This is an optimization exercise on Yosys and OpenROAD, whose aim is small area, a short achievable clock period and few clock cycles per item, not a production implementation. Only simulation tests tie the RTL to the original design; equivalence was not proved.

==> run a <==
==> flow/design.v (excerpt) <==
module FloatALUUnit(
    input             clk,
    input             rst,
    input             in_valid,
    output            in_ready,
    input      [1:0]  oper,
    input      [31:0] n1,
    input      [31:0] n2,
    output reg        out_valid,
    output reg [31:0] result,
    output reg        LessThan,
    output reg        Overflow,
    output reg        Underflow,
    output reg        Exception
    );
Settings: LEC_CHECK=0, CAP_MARGIN=0, CORE_MARGIN=2, CORE_UTILIZATION=40, SLEW_MARGIN=0, SYNTH_HIERARCHICAL=1; clock period 100.0 ns.
standard.sh (not shown) runs the stock make flow with config.mk's settings and CLKGATE_MAP_FILE= SYNTH_SCRIPT=/design/flow/synth_recipe.tcl, a recipe that flattens the netlist after the stock synthesis.
==> flow/flow/run.sh <==
#!/bin/bash
# The standard layout, with the port buffers made plain buf_2 cells rather
# than the delay buffers buffer_ports picks by default.
set -euo pipefail
export BUFFER_PORTS_ARGS="-buffer_cell sky130_fd_sc_hd__buf_2"
bash standard.sh > make_flow.log 2>&1
==> run b (differences from run a) <==
--- a/flow/design.v
+++ b/flow/design.v
@@ -1,45 +1,36 @@
 `timescale 1ns / 1ps
 module FA(input a, input b, input c, output s, output co);
 assign s  = a ^ b ^ c;
 assign co = (a & b) | (a & c) | (b & c);
 endmodule
-module HAN(input a, input b, output s, output co);
-assign s  = ~(a ^ b);
-assign co = a | b;
-endmodule
 module HAS(input a, input b, output s, output co);
 assign s  = a ^ ~b;
 assign co = a & ~b;
 endmodule
 module AO22(input a1, input a2, input b1, input b2, output y);
 assign y = (a1 & a2) | (b1 & b2);
 endmodule
-module Norm24(input [23:0] x, output reg [27:0] y);    
-integer k;
-reg [4:0] z;
-reg found;
-always @* begin
-    z = 5'd0; found = 1'b0;
-    for (k = 23; k >= 0; k = k - 1)
-        if (!found && x[k]) begin z = 23 - k; found = 1'b1; end
-    if (!found || z == 5'd19)
-        y = 28'd0;
-    else
-        y = {z, x[22:0] << z};
-end
+module Norm24(input [23:0] x, output [27:0] y);    
+wire        z4 = ~|x[23:8];
+wire [23:0] x1 = z4 ? {x[7:0], 16'd0} : x;
+wire        z3 = ~|x1[23:16];
+wire [23:0] x2 = z3 ? {x1[15:0], 8'd0} : x1;
+wire        z2 = ~|x2[23:20];
+wire [23:0] x3 = z2 ? {x2[19:0], 4'd0} : x2;
+wire        z1 = ~|x3[23:22];
+wire [23:0] x4 = z1 ? {x3[21:0], 2'd0} : x3;
+wire        z0 = ~x4[23];
+wire [22:0] x5 = z0 ? {x4[21:0], 1'b0} : x4[22:0];
+wire [4:0]  z  = {z4, z3, z2, z1, z0};
+wire        q19 = (z == 5'd19);
+wire        nz  = ~(z4 & z3);                   
+assign y = {z & {5{nz & ~q19}}, x5 & {23{~q19}}};
 endmodule
 module NAND2(input a, input b, output y);
 assign y = ~(a & b);
 endmodule
-module AOI22(input a1, input a2, input b1, input b2, output y);
-assign y = ~((a1 & a2) | (b1 & b2));
-endmodule
-module HASN(input a, input b, output s, output co);
-assign s  = a ^ b;
-assign co = ~a | b;
-endmodule
 module HA(input a, input b, output s, output co);
 assign s  = a ^ b;
 assign co = a & b;
 endmodule
 `timescale 1ns / 1ps
@@ -50,61 +41,61 @@
 generate for (gi = 0; gi < 24; gi = gi + 1) begin : ppi
   for (gj = 0; gj < 24; gj = gj + 1) begin : ppj
     NAND2 u(.a(a[gi]), .b(b[gj]), .y(ppn[gi*24+gj]));
   end
 end endgenerate
-wire t1, t2; HAN ut1 (.a(ppn[19]), .b(ppn[42]), .s(t1), .co(t2));
+wire t1, t2; FA ut1 (.a(ppn[19]), .b(ppn[42]), .c(1'b1), .s(t1), .co(t2));
 wire t3, t4; FA ut3 (.a(ppn[20]), .b(ppn[43]), .c(ppn[66]), .s(t3), .co(t4));
-wire t5, t6; HAN ut5 (.a(ppn[89]), .b(ppn[112]), .s(t5), .co(t6));
+wire t5, t6; FA ut5 (.a(ppn[89]), .b(ppn[112]), .c(1'b1), .s(t5), .co(t6));
 wire t7, t8; FA ut7 (.a(ppn[21]), .b(ppn[44]), .c(ppn[67]), .s(t7), .co(t8));
 wire t9, t10; FA ut9 (.a(ppn[90]), .b(ppn[113]), .c(ppn[136]), .s(t9), .co(t10));
-wire t11, t12; HAN ut11 (.a(ppn[159]), .b(ppn[182]), .s(t11), .co(t12));
+wire t11, t12; FA ut11 (.a(ppn[159]), .b(ppn[182]), .c(1'b1), .s(t11), .co(t12));
 wire t13, t14; FA ut13 (.a(ppn[22]), .b(ppn[45]), .c(ppn[68]), .s(t13), .co(t14));
 wire t15, t16; FA ut15 (.a(ppn[91]), .b(ppn[114]), .c(ppn[137]), .s(t15), .co(t16));
 wire t17, t18; FA ut17 (.a(ppn[160]), .b(ppn[183]), .c(ppn[206]), .s(t17), .co(t18));
-wire t19, t20; HAN ut19 (.a(ppn[229]), .b(ppn[252]), .s(t19), .co(t20));
+wire t19, t20; FA ut19 (.a(ppn[229]), .b(ppn[252]), .c(1'b1), .s(t19), .co(t20));
 wire t21, t22; FA ut21 (.a(ppn[23]), .b(ppn[46]), .c(ppn[69]), .s(t21), .co(t22));
 wire t23, t24; FA ut23 (.a(ppn[92]), .b(ppn[115]), .c(ppn[138]), .s(t23), .co(t24));
 wire t25, t26; FA ut25 (.a(ppn[161]), .b(ppn[184]), .c(ppn[207]), .s(t25), .co(t26));
 wire t27, t28; FA ut27 (.a(ppn[230]), .b(ppn[253]), .c(ppn[276]), .s(t27), .co(t28));
-wire t29, t30; HAN ut29 (.a(ppn[299]), .b(ppn[322]), .s(t29), .co(t30));
+wire t29, t30; FA ut29 (.a(ppn[299]), .b(ppn[322]), .c(1'b1), .s(t29), .co(t30));
 wire t31, t32; FA ut31 (.a(ppn[47]), .b(ppn[70]), .c(ppn[93]), .s(t31), .co(t32));
 wire t33, t34; FA ut33 (.a(ppn[116]), .b(ppn[139]), .c(ppn[162]), .s(t33), .co(t34));
 wire t35, t36; FA ut35 (.a(ppn[185]), .b(ppn[208]), .c(ppn[231]), .s(t35), .co(t36));
 wire t37, t38; FA ut37 (.a(ppn[254]), .b(ppn[277]), .c(ppn[300]), .s(t37), .co(t38));
-wire t39, t40; HAN ut39 (.a(ppn[323]), .b(ppn[346]), .s(t39), .co(t40));
+wire t39, t40; FA ut39 (.a(ppn[323]), .b(ppn[346]), .c(1'b1), .s(t39), .co(t40));
 wire t41, t42; FA ut41 (.a(ppn[71]), .b(ppn[94]), .c(ppn[117]), .s(t41), .co(t42));
 wire t43, t44; FA ut43 (.a(ppn[140]), .b(ppn[163]), .c(ppn[186]), .s(t43), .co(t44));
 wire t45, t46; FA ut45 (.a(ppn[209]), .b(ppn[232]), .c(ppn[255]), .s(t45), .co(t46));
 wire t47, t48; FA ut47 (.a(ppn[278]), .b(ppn[301]), .c(ppn[324]), .s(t47), .co(t48));
 wire t49, t50; FA ut49 (.a(ppn[95]), .b(ppn[118]), .c(ppn[141]), .s(t49), .co(t50));
 wire t51, t52; FA ut51 (.a(ppn[164]), .b(ppn[187]), .c(ppn[210]), .s(t51), .co(t52));
 wire t53, t54; FA ut53 (.a(ppn[233]), .b(ppn[256]), .c(ppn[279]), .s(t53), .co(t54));
 wire t55, t56; FA ut55 (.a(ppn[119]), .b(ppn[142]), .c(ppn[165]), .s(t55), .co(t56));
 wire t57, t58; FA ut57 (.a(ppn[188]), .b(ppn[211]), .c(ppn[234]), .s(t57), .co(t58));
 wire t59, t60; FA ut59 (.a(ppn[143]), .b(ppn[166]), .c(ppn[189]), .s(t59), .co(t60));
-wire t61, t62; HAN ut61 (.a(ppn[13]), .b(ppn[36]), .s(t61), .co(t62));
+wire t61, t62; FA ut61 (.a(ppn[13]), .b(ppn[36]), .c(1'b1), .s(t61), .co(t62));
 wire t63, t64; FA ut63 (.a(ppn[14]), .b(ppn[37]), .c(ppn[60]), .s(t63), .co(t64));
-wire t65, t66; HAN ut65 (.a(ppn[83]), .b(ppn[106]), .s(t65), .co(t66));
+wire t65, t66; FA ut65 (.a(ppn[83]), .b(ppn[106]), .c(1'b1), .s(t65), .co(t66));
 wire t67, t68; FA ut67 (.a(ppn[15]), .b(ppn[38]), .c(ppn[61]), .s(t67), .co(t68));
 wire t69, t70; FA ut69 (.a(ppn[84]), .b(ppn[107]), .c(ppn[130]), .s(t69), .co(t70));
-wire t71, t72; HAN ut71 (.a(ppn[153]), .b(ppn[176]), .s(t71), .co(t72));
+wire t71, t72; FA ut71 (.a(ppn[153]), .b(ppn[176]), .c(1'b1), .s(t71), .co(t72));
 wire t73, t74; FA ut73 (.a(ppn[16]), .b(ppn[39]), .c(ppn[62]), .s(t73), .co(t74));
 wire t75, t76; FA ut75 (.a(ppn[85]), .b(ppn[108]), .c(ppn[131]), .s(t75), .co(t76));
 wire t77, t78; FA ut77 (.a(ppn[154]), .b(ppn[177]), .c(ppn[200]), .s(t77), .co(t78));
-wire t79, t80; HAN ut79 (.a(ppn[223]), .b(ppn[246]), .s(t79), .co(t80));
+wire t79, t80; FA ut79 (.a(ppn[223]), .b(ppn[246]), .c(1'b1), .s(t79), .co(t80));
 wire t81, t82; FA ut81 (.a(ppn[17]), .b(ppn[40]), .c(ppn[63]), .s(t81), .co(t82));
 wire t83, t84; FA ut83 (.a(ppn[86]), .b(ppn[109]), .c(ppn[132]), .s(t83), .co(t84));
 wire t85, t86; FA ut85 (.a(ppn[155]), .b(ppn[178]), .c(ppn[201]), .s(t85), .co(t86));
 wire t87, t88; FA ut87 (.a(ppn[224]), .b(ppn[247]), .c(ppn[270]), .s(t87), .co(t88));
-wire t89, t90; HAN ut89 (.a(ppn[293]), .b(ppn[316]), .s(t89), .co(t90));
+wire t89, t90; FA ut89 (.a(ppn[293]), .b(ppn[316]), .c(1'b1), .s(t89), .co(t90));
 wire t91, t92; FA ut91 (.a(ppn[18]), .b(ppn[41]), .c(ppn[64]), .s(t91), .co(t92));
 wire t93, t94; FA ut93 (.a(ppn[87]), .b(ppn[110]), .c(ppn[133]), .s(t93), .co(t94));
 wire t95, t96; FA ut95 (.a(ppn[156]), .b(ppn[179]), .c(ppn[202]), .s(t95), .co(t96));
 wire t97, t98; FA ut97 (.a(ppn[225]), .b(ppn[248]), .c(ppn[271]), .s(t97), .co(t98));
 wire t99, t100; FA ut99 (.a(ppn[294]), .b(ppn[317]), .c(ppn[340]), .s(t99), .co(t100));
-wire t101, t102; HAN ut101 (.a(ppn[363]), .b(ppn[386]), .s(t101), .co(t102));
+wire t101, t102; FA ut101 (.a(ppn[363]), .b(ppn[386]), .c(1'b1), .s(t101), .co(t102));
 wire t103, t104; FA ut103 (.a(t1), .b(ppn[65]), .c(ppn[88]), .s(t103), .co(t104));
 wire t105, t106; FA ut105 (.a(ppn[111]), .b(ppn[134]), .c(ppn[157]), .s(t105), .co(t106));
 wire t107, t108; FA ut107 (.a(ppn[180]), .b(ppn[203]), .c(ppn[226]), .s(t107), .co(t108));
 wire t109, t110; FA ut109 (.a(ppn[249]), .b(ppn[272]), .c(ppn[295]), .s(t109), .co(t110));
 wire t111, t112; FA ut111 (.a(ppn[318]), .b(ppn[341]), .c(ppn[364]), .s(t111), .co(t112));
@@ -182,20 +173,20 @@
 wire t255, t256; FA ut255 (.a(ppn[308]), .b(ppn[331]), .c(ppn[354]), .s(t255), .co(t256));
 wire t257, t258; FA ut257 (.a(ppn[377]), .b(ppn[400]), .c(ppn[423]), .s(t257), .co(t258));
 wire t259, t260; FA ut259 (.a(ppn[263]), .b(ppn[286]), .c(ppn[309]), .s(t259), .co(t260));
 wire t261, t262; FA ut261 (.a(ppn[332]), .b(ppn[355]), .c(ppn[378]), .s(t261), .co(t262));
 wire t263, t264; FA ut263 (.a(ppn[287]), .b(ppn[310]), .c(ppn[333]), .s(t263), .co(t264));
-wire t265, t266; HAN ut265 (.a(ppn[9]), .b(ppn[32]), .s(t265), .co(t266));
+wire t265, t266; FA ut265 (.a(ppn[9]), .b(ppn[32]), .c(1'b1), .s(t265), .co(t266));
 wire t267, t268; FA ut267 (.a(ppn[10]), .b(ppn[33]), .c(ppn[56]), .s(t267), .co(t268));
-wire t269, t270; HAN ut269 (.a(ppn[79]), .b(ppn[102]), .s(t269), .co(t270));
+wire t269, t270; FA ut269 (.a(ppn[79]), .b(ppn[102]), .c(1'b1), .s(t269), .co(t270));
 wire t271, t272; FA ut271 (.a(ppn[11]), .b(ppn[34]), .c(ppn[57]), .s(t271), .co(t272));
 wire t273, t274; FA ut273 (.a(ppn[80]), .b(ppn[103]), .c(ppn[126]), .s(t273), .co(t274));
-wire t275, t276; HAN ut275 (.a(ppn[149]), .b(ppn[172]), .s(t275), .co(t276));
+wire t275, t276; FA ut275 (.a(ppn[149]), .b(ppn[172]), .c(1'b1), .s(t275), .co(t276));
 wire t277, t278; FA ut277 (.a(ppn[12]), .b(ppn[35]), .c(ppn[58]), .s(t277), .co(t278));
 wire t279, t280; FA ut279 (.a(ppn[81]), .b(ppn[104]), .c(ppn[127]), .s(t279), .co(t280));
 wire t281, t282; FA ut281 (.a(ppn[150]), .b(ppn[173]), .c(ppn[196]), .s(t281), .co(t282));
-wire t283, t284; HAN ut283 (.a(ppn[219]), .b(ppn[242]), .s(t283), .co(t284));
+wire t283, t284; FA ut283 (.a(ppn[219]), .b(ppn[242]), .c(1'b1), .s(t283), .co(t284));
 wire t285, t286; FA ut285 (.a(t61), .b(ppn[59]), .c(ppn[82]), .s(t285), .co(t286));
 wire t287, t288; FA ut287 (.a(ppn[105]), .b(ppn[128]), .c(ppn[151]), .s(t287), .co(t288));
 wire t289, t290; FA ut289 (.a(ppn[174]), .b(ppn[197]), .c(ppn[220]), .s(t289), .co(t290));
 wire t291, t292; FA ut291 (.a(ppn[243]), .b(ppn[266]), .c(ppn[289]), .s(t291), .co(t292));
 wire t293, t294; FA ut293 (.a(t62), .b(t63), .c(t65), .s(t293), .co(t294));
@@ -290,16 +281,16 @@
 wire t471, t472; FA ut471 (.a(ppn[404]), .b(ppn[427]), .c(ppn[450]), .s(t471), .co(t472));
 wire t473, t474; FA ut473 (.a(ppn[473]), .b(ppn[496]), .c(ppn[519]), .s(t473), .co(t474));
 wire t475, t476; FA ut475 (.a(ppn[359]), .b(ppn[382]), .c(ppn[405]), .s(t475), .co(t476));
 wire t477, t478; FA ut477 (.a(ppn[428]), .b(ppn[451]), .c(ppn[474]), .s(t477), .co(t478));
 wire t479, t480; FA ut479 (.a(ppn[383]), .b(ppn[406]), .c(ppn[429]), .s(t479), .co(t480));
-wire t481, t482; HAN ut481 (.a(ppn[6]), .b(ppn[29]), .s(t481), .co(t482));
+wire t481, t482; FA ut481 (.a(ppn[6]), .b(ppn[29]), .c(1'b1), .s(t481), .co(t482));
 wire t483, t484; FA ut483 (.a(ppn[7]), .b(ppn[30]), .c(ppn[53]), .s(t483), .co(t484));
-wire t485, t486; HAN ut485 (.a(ppn[76]), .b(ppn[99]), .s(t485), .co(t486));
+wire t485, t486; FA ut485 (.a(ppn[76]), .b(ppn[99]), .c(1'b1), .s(t485), .co(t486));
 wire t487, t488; FA ut487 (.a(ppn[8]), .b(ppn[31]), .c(ppn[54]), .s(t487), .co(t488));
 wire t489, t490; FA ut489 (.a(ppn[77]), .b(ppn[100]), .c(ppn[123]), .s(t489), .co(t490));
-wire t491, t492; HAN ut491 (.a(ppn[146]), .b(ppn[169]), .s(t491), .co(t492));
+wire t491, t492; FA ut491 (.a(ppn[146]), .b(ppn[169]), .c(1'b1), .s(t491), .co(t492));
 wire t493, t494; FA ut493 (.a(t265), .b(ppn[55]), .c(ppn[78]), .s(t493), .co(t494));
 wire t495, t496; FA ut495 (.a(ppn[101]), .b(ppn[124]), .c(ppn[147]), .s(t495), .co(t496));
 wire t497, t498; FA ut497 (.a(ppn[170]), .b(ppn[193]), .c(ppn[216]), .s(t497), .co(t498));
 wire t499, t500; FA ut499 (.a(t266), .b(t267), .c(t269), .s(t499), .co(t500));
 wire t501, t502; FA ut501 (.a(ppn[125]), .b(ppn[148]), .c(ppn[171]), .s(t501), .co(t502));
@@ -392,13 +383,13 @@
 wire t675, t676; FA ut675 (.a(ppn[453]), .b(ppn[476]), .c(ppn[499]), .s(t675), .co(t676));
 wire t677, t678; FA ut677 (.a(ppn[522]), .b(ppn[545]), .c(ppn[568]), .s(t677), .co(t678));
 wire t679, t680; FA ut679 (.a(ppn[431]), .b(ppn[454]), .c(ppn[477]), .s(t679), .co(t680));
 wire t681, t682; FA ut681 (.a(ppn[500]), .b(ppn[523]), .c(ppn[546]), .s(t681), .co(t682));
 wire t683, t684; FA ut683 (.a(ppn[455]), .b(ppn[478]), .c(ppn[501]), .s(t683), .co(t684));
-wire t685, t686; HAN ut685 (.a(ppn[4]), .b(ppn[27]), .s(t685), .co(t686));
+wire t685, t686; FA ut685 (.a(ppn[4]), .b(ppn[27]), .c(1'b1), .s(t685), .co(t686));
 wire t687, t688; FA ut687 (.a(ppn[5]), .b(ppn[28]), .c(ppn[51]), .s(t687), .co(t688));
-wire t689, t690; HAN ut689 (.a(ppn[74]), .b(ppn[97]), .s(t689), .co(t690));
+wire t689, t690; FA ut689 (.a(ppn[74]), .b(ppn[97]), .c(1'b1), .s(t689), .co(t690));
 wire t691, t692; FA ut691 (.a(t481), .b(ppn[52]), .c(ppn[75]), .s(t691), .co(t692));
 wire t693, t694; FA ut693 (.a(ppn[98]), .b(ppn[121]), .c(ppn[144]), .s(t693), .co(t694));
 wire t695, t696; FA ut695 (.a(t482), .b(t483), .c(t485), .s(t695), .co(t696));
 wire t697, t698; FA ut697 (.a(ppn[122]), .b(ppn[145]), .c(ppn[168]), .s(t697), .co(t698));
 wire t699, t700; FA ut699 (.a(t484), .b(t486), .c(t487), .s(t699), .co(t700));
@@ -470,11 +461,11 @@
 wire t831, t832; FA ut831 (.a(t680), .b(t682), .c(t683), .s(t831), .co(t832));
 wire t833, t834; FA ut833 (.a(ppn[524]), .b(ppn[547]), .c(ppn[570]), .s(t833), .co(t834));
 wire t835, t836; FA ut835 (.a(t684), .b(ppn[479]), .c(ppn[502]), .s(t835), .co(t836));
 wire t837, t838; FA ut837 (.a(ppn[525]), .b(ppn[548]), .c(ppn[571]), .s(t837), .co(t838));
 wire t839, t840; FA ut839 (.a(ppn[503]), .b(ppn[526]), .c(ppn[549]), .s(t839), .co(t840));
-wire t841, t842; HAN ut841 (.a(ppn[3]), .b(ppn[26]), .s(t841), .co(t842));
+wire t841, t842; FA ut841 (.a(ppn[3]), .b(ppn[26]), .c(1'b1), .s(t841), .co(t842));
 wire t843, t844; FA ut843 (.a(t685), .b(ppn[50]), .c(ppn[73]), .s(t843), .co(t844));
 wire t845, t846; FA ut845 (.a(t686), .b(t687), .c(t689), .s(t845), .co(t846));
 wire t847, t848; FA ut847 (.a(t688), .b(t690), .c(t691), .s(t847), .co(t848));
 wire t849, t850; FA ut849 (.a(t692), .b(t694), .c(t695), .s(t849), .co(t850));
 wire t851, t852; FA ut851 (.a(t696), .b(t698), .c(t699), .s(t851), .co(t852));
@@ -512,11 +503,11 @@
 wire t915, t916; FA ut915 (.a(t824), .b(t826), .c(t827), .s(t915), .co(t916));
 wire t917, t918; FA ut917 (.a(t828), .b(t830), .c(t831), .s(t917), .co(t918));
 wire t919, t920; FA ut919 (.a(t832), .b(t834), .c(t835), .s(t919), .co(t920));
 wire t921, t922; FA ut921 (.a(t836), .b(t838), .c(t839), .s(t921), .co(t922));
 wire t923, t924; FA ut923 (.a(t840), .b(ppn[527]), .c(ppn[550]), .s(t923), .co(t924));
-wire t925, t926; HAN ut925 (.a(ppn[2]), .b(ppn[25]), .s(t925), .co(t926));
+wire t925, t926; FA ut925 (.a(ppn[2]), .b(ppn[25]), .c(1'b1), .s(t925), .co(t926));
 wire t927, t928; FA ut927 (.a(t841), .b(ppn[49]), .c(ppn[72]), .s(t927), .co(t928));
 wire t929, t930; FA ut929 (.a(t842), .b(t843), .c(ppn[96]), .s(t929), .co(t930));
 wire t931, t932; FA ut931 (.a(t844), .b(t845), .c(ppn[120]), .s(t931), .co(t932));
 wire t933, t934; FA ut933 (.a(t846), .b(t847), .c(t693), .s(t933), .co(t934));
 wire t935, t936; FA ut935 (.a(t848), .b(t849), .c(t697), .s(t935), .co(t936));
@@ -627,15 +618,13 @@
 reg [1:0]  op1;
 reg [31:0] a1, b1;
 reg [4:0]  k1, k2;
 wire       rdy1 = a1[22] | ~|a1[22:0];
 wire       rdy2 = b1[22] | ~|b1[22:0];
-wire       irdy1 = n1[22] | ~|n1[22:0];
-wire       irdy2 = n2[22] | ~|n2[22:0];
 assign in_ready = irq;
 wire st1_hold = ~((rdy1 | a1[21]) & (rdy2 | b1[21]));
-wire st1_new  = in_valid & (oper == 2'd3) & ~|n1[30:23] & ~(irdy1 & irdy2);
+wire st1_new  = in_valid & (oper == 2'd3) & ~|n1[30:23];   
 wire cf1_new  = in_valid & (oper == 2'd3) & v2 & isd2;     
 wire cf1_hold = v1 & (op1 == 2'd3) & v2 & isd2;            
 always @(posedge clk) begin
     if (st1) begin
         st1  <= ~rst & st1_hold;
@@ -673,11 +662,16 @@
 wire        isGT  = ~ediff[8];
 wire [7:0]  ad    = isGT ? ediff[7:0] : (8'd0 - ediff[7:0]);
 wire [7:0]  Ebig  = isGT ? e1 : e2;
 wire [23:0] big   = isGT ? A : B;
 wire [23:0] sml   = isGT ? B : A;
-wire [23:0] shd   = sml >> ad;
+wire [23:0] sh0   = |ad[7:5] ? 24'd0 : sml;
+wire [23:0] sh1   = ad[4] ? {16'd0, sh0[23:16]} : sh0;
+wire [23:0] sh2   = ad[3] ? {8'd0, sh1[23:8]} : sh1;
+wire [23:0] sh3   = ad[2] ? {4'd0, sh2[23:4]} : sh2;
+wire [23:0] sh4   = ad[1] ? {2'd0, sh3[23:2]} : sh3;
+wire [23:0] shd   = ad[0] ? {1'd0, sh4[23:1]} : sh4;       
 wire        ro    = op1[0] ^ sa ^ sb;              
 wire [24:0] ares  = {1'b0, big} + {1'b0, ro ? ~shd : shd} + {24'd0, ro};
 wire        cge   = big >= shd;
 wire        ceq   = big == shd;
 wire        mcmp  = isGT ? cge : (~cge | ceq);       
@@ -810,11 +804,11 @@
 end
 wire [26:0] wfin = sv2[3] + cv2[3];
 wire        wneg = wfin[26];
 wire [24:0] Qp   = {qp4, qpY[6:3]};
 wire [24:0] Qn   = {qn4, qnY[6:3]};
-wire [24:0] Q    = Qp - Qn - {24'd0, wneg};
+wire [24:0] Q    = Qp + ~Qn + {24'd0, ~wneg};    
 wire        q24  = Q[24];
 wire [22:0] dM   = q24 ? Q[23:1] : Q[22:0];
 wire [7:0]  E3   = tE2r4[7:0] - 8'd1;
 wire        E3c  = |tE2r4[7:0];
 wire [7:0]  dE   = q24 ? tE2r4[7:0] : E3;
==> flow/config.mk (replaced) <==
export PLATFORM = sky130hd
export DESIGN_NAME = FloatALUUnit
export DESIGN_NICKNAME = FloatALUUnit
export VERILOG_FILES = /design/flow/design.v
export SDC_FILE = /design/flow/constraint.sdc
export NUM_CORES = 4
export LEC_CHECK = 0
export CAP_MARGIN = 20
export CORE_MARGIN = 2
export CORE_UTILIZATION = 55
export CTS_CLUSTER_DIAMETER = 100
export CTS_CLUSTER_SIZE = 24
export GPL_TIMING_DRIVEN = 0
export SLEW_MARGIN = 20
export SYNTH_HIERARCHICAL = 1
==> run c (differences from run a) <==
==> flow/config.mk (replaced) <==
export PLATFORM = sky130hd
export DESIGN_NAME = FloatALUUnit
export DESIGN_NICKNAME = FloatALUUnit
export VERILOG_FILES = /design/flow/design.v
export SDC_FILE = /design/flow/constraint.sdc
export NUM_CORES = 4
export LEC_CHECK = 0
export CAP_MARGIN = 20
export CORE_MARGIN = 2
export CORE_UTILIZATION = 40
export SLEW_MARGIN = 20
export SYNTH_HIERARCHICAL = 1
==> flow_summary_export.csv <==
group,metric,value,unit
outcome,run_status,"timing/DRC/antenna clean",
detailed_routing,drt_iter0_markers,4438,
layout,mostFrequentLayoutCell,"nand2_1",
layout,nMultiInputCombCells,4233,
critical_path,ff2ff_setup_slack,82120,ps
detailed_routing,vias_per_cell,6.02,
That was run a.
==> flow_summary_export.csv <==
group,metric,value,unit
layout,mostFrequentLayoutCell,"nand2_1",
critical_path,ff2ff_setup_slack,82150,ps
outcome,run_status,"timing/DRC/antenna clean",
detailed_routing,drt_iter0_markers,4410,
layout,nMultiInputCombCells,4233,
That was run c.
==> flow_summary_export.csv <==
group,metric,value,unit
outcome,run_status,"timing/DRC/antenna clean",
critical_path,critical-path-top-delay-family,"simple AND/OR/NAND/NOR gates",
detailed_routing,drt_iter0_markers,3424,
layout,nMultiInputCombCells,4107,
placement,dp_hpwl,141000,um
layout,mostFrequentLayoutCell,"fa_1",
detailed_routing,vias_per_cell,6.42,
critical_path,ff2ff_setup_slack,81830,ps
That was run b.
Testbench counts of run a, summed over its fixed seeds: cycles 34,437, items 32,000.
Testbench counts of run b, summed over its fixed seeds: cycles 34,437, items 32,000.
Testbench counts of run c, summed over its fixed seeds: cycles 34,437, items 32,000.

## static timing again, ports no longer ideal
The results above use ideal ports. As a check the final layouts listed here were re-extracted and re-timed, cells and wires unchanged. Step 1, drivers: a clkbuf_16 drives clk and a buf_2 each remaining input, both assumed. Step 2 times the ports against the registers' clock, not the clock port: input delays grow and output delays shrink by t, the midpoint of the rising clock arrivals with the driver on. a / b / c = ideal / step 1 / step 2; a / b = the first two.
| run | t, ns | slack for setup (ns) | slew at the worst register clock pin (ns) | cell pins on the clock port's net |
|---|---|---|---|---|
| run a | 0.735 | 78.875 / 78.808 / 78.203 | 0.08 / 0.08 | 1 |
| run b | 0.700 | 78.792 / 78.803 / 78.136 | 0.10 / 0.10 | 1 |
| run c | 0.740 | 78.858 / 78.805 / 78.181 | 0.08 / 0.08 | 1 |
After both steps every run listed still meets setup and hold. The setup slack of run c, which loses most, moves by -0.053 ns with the drivers and by -0.677 ns with both steps.
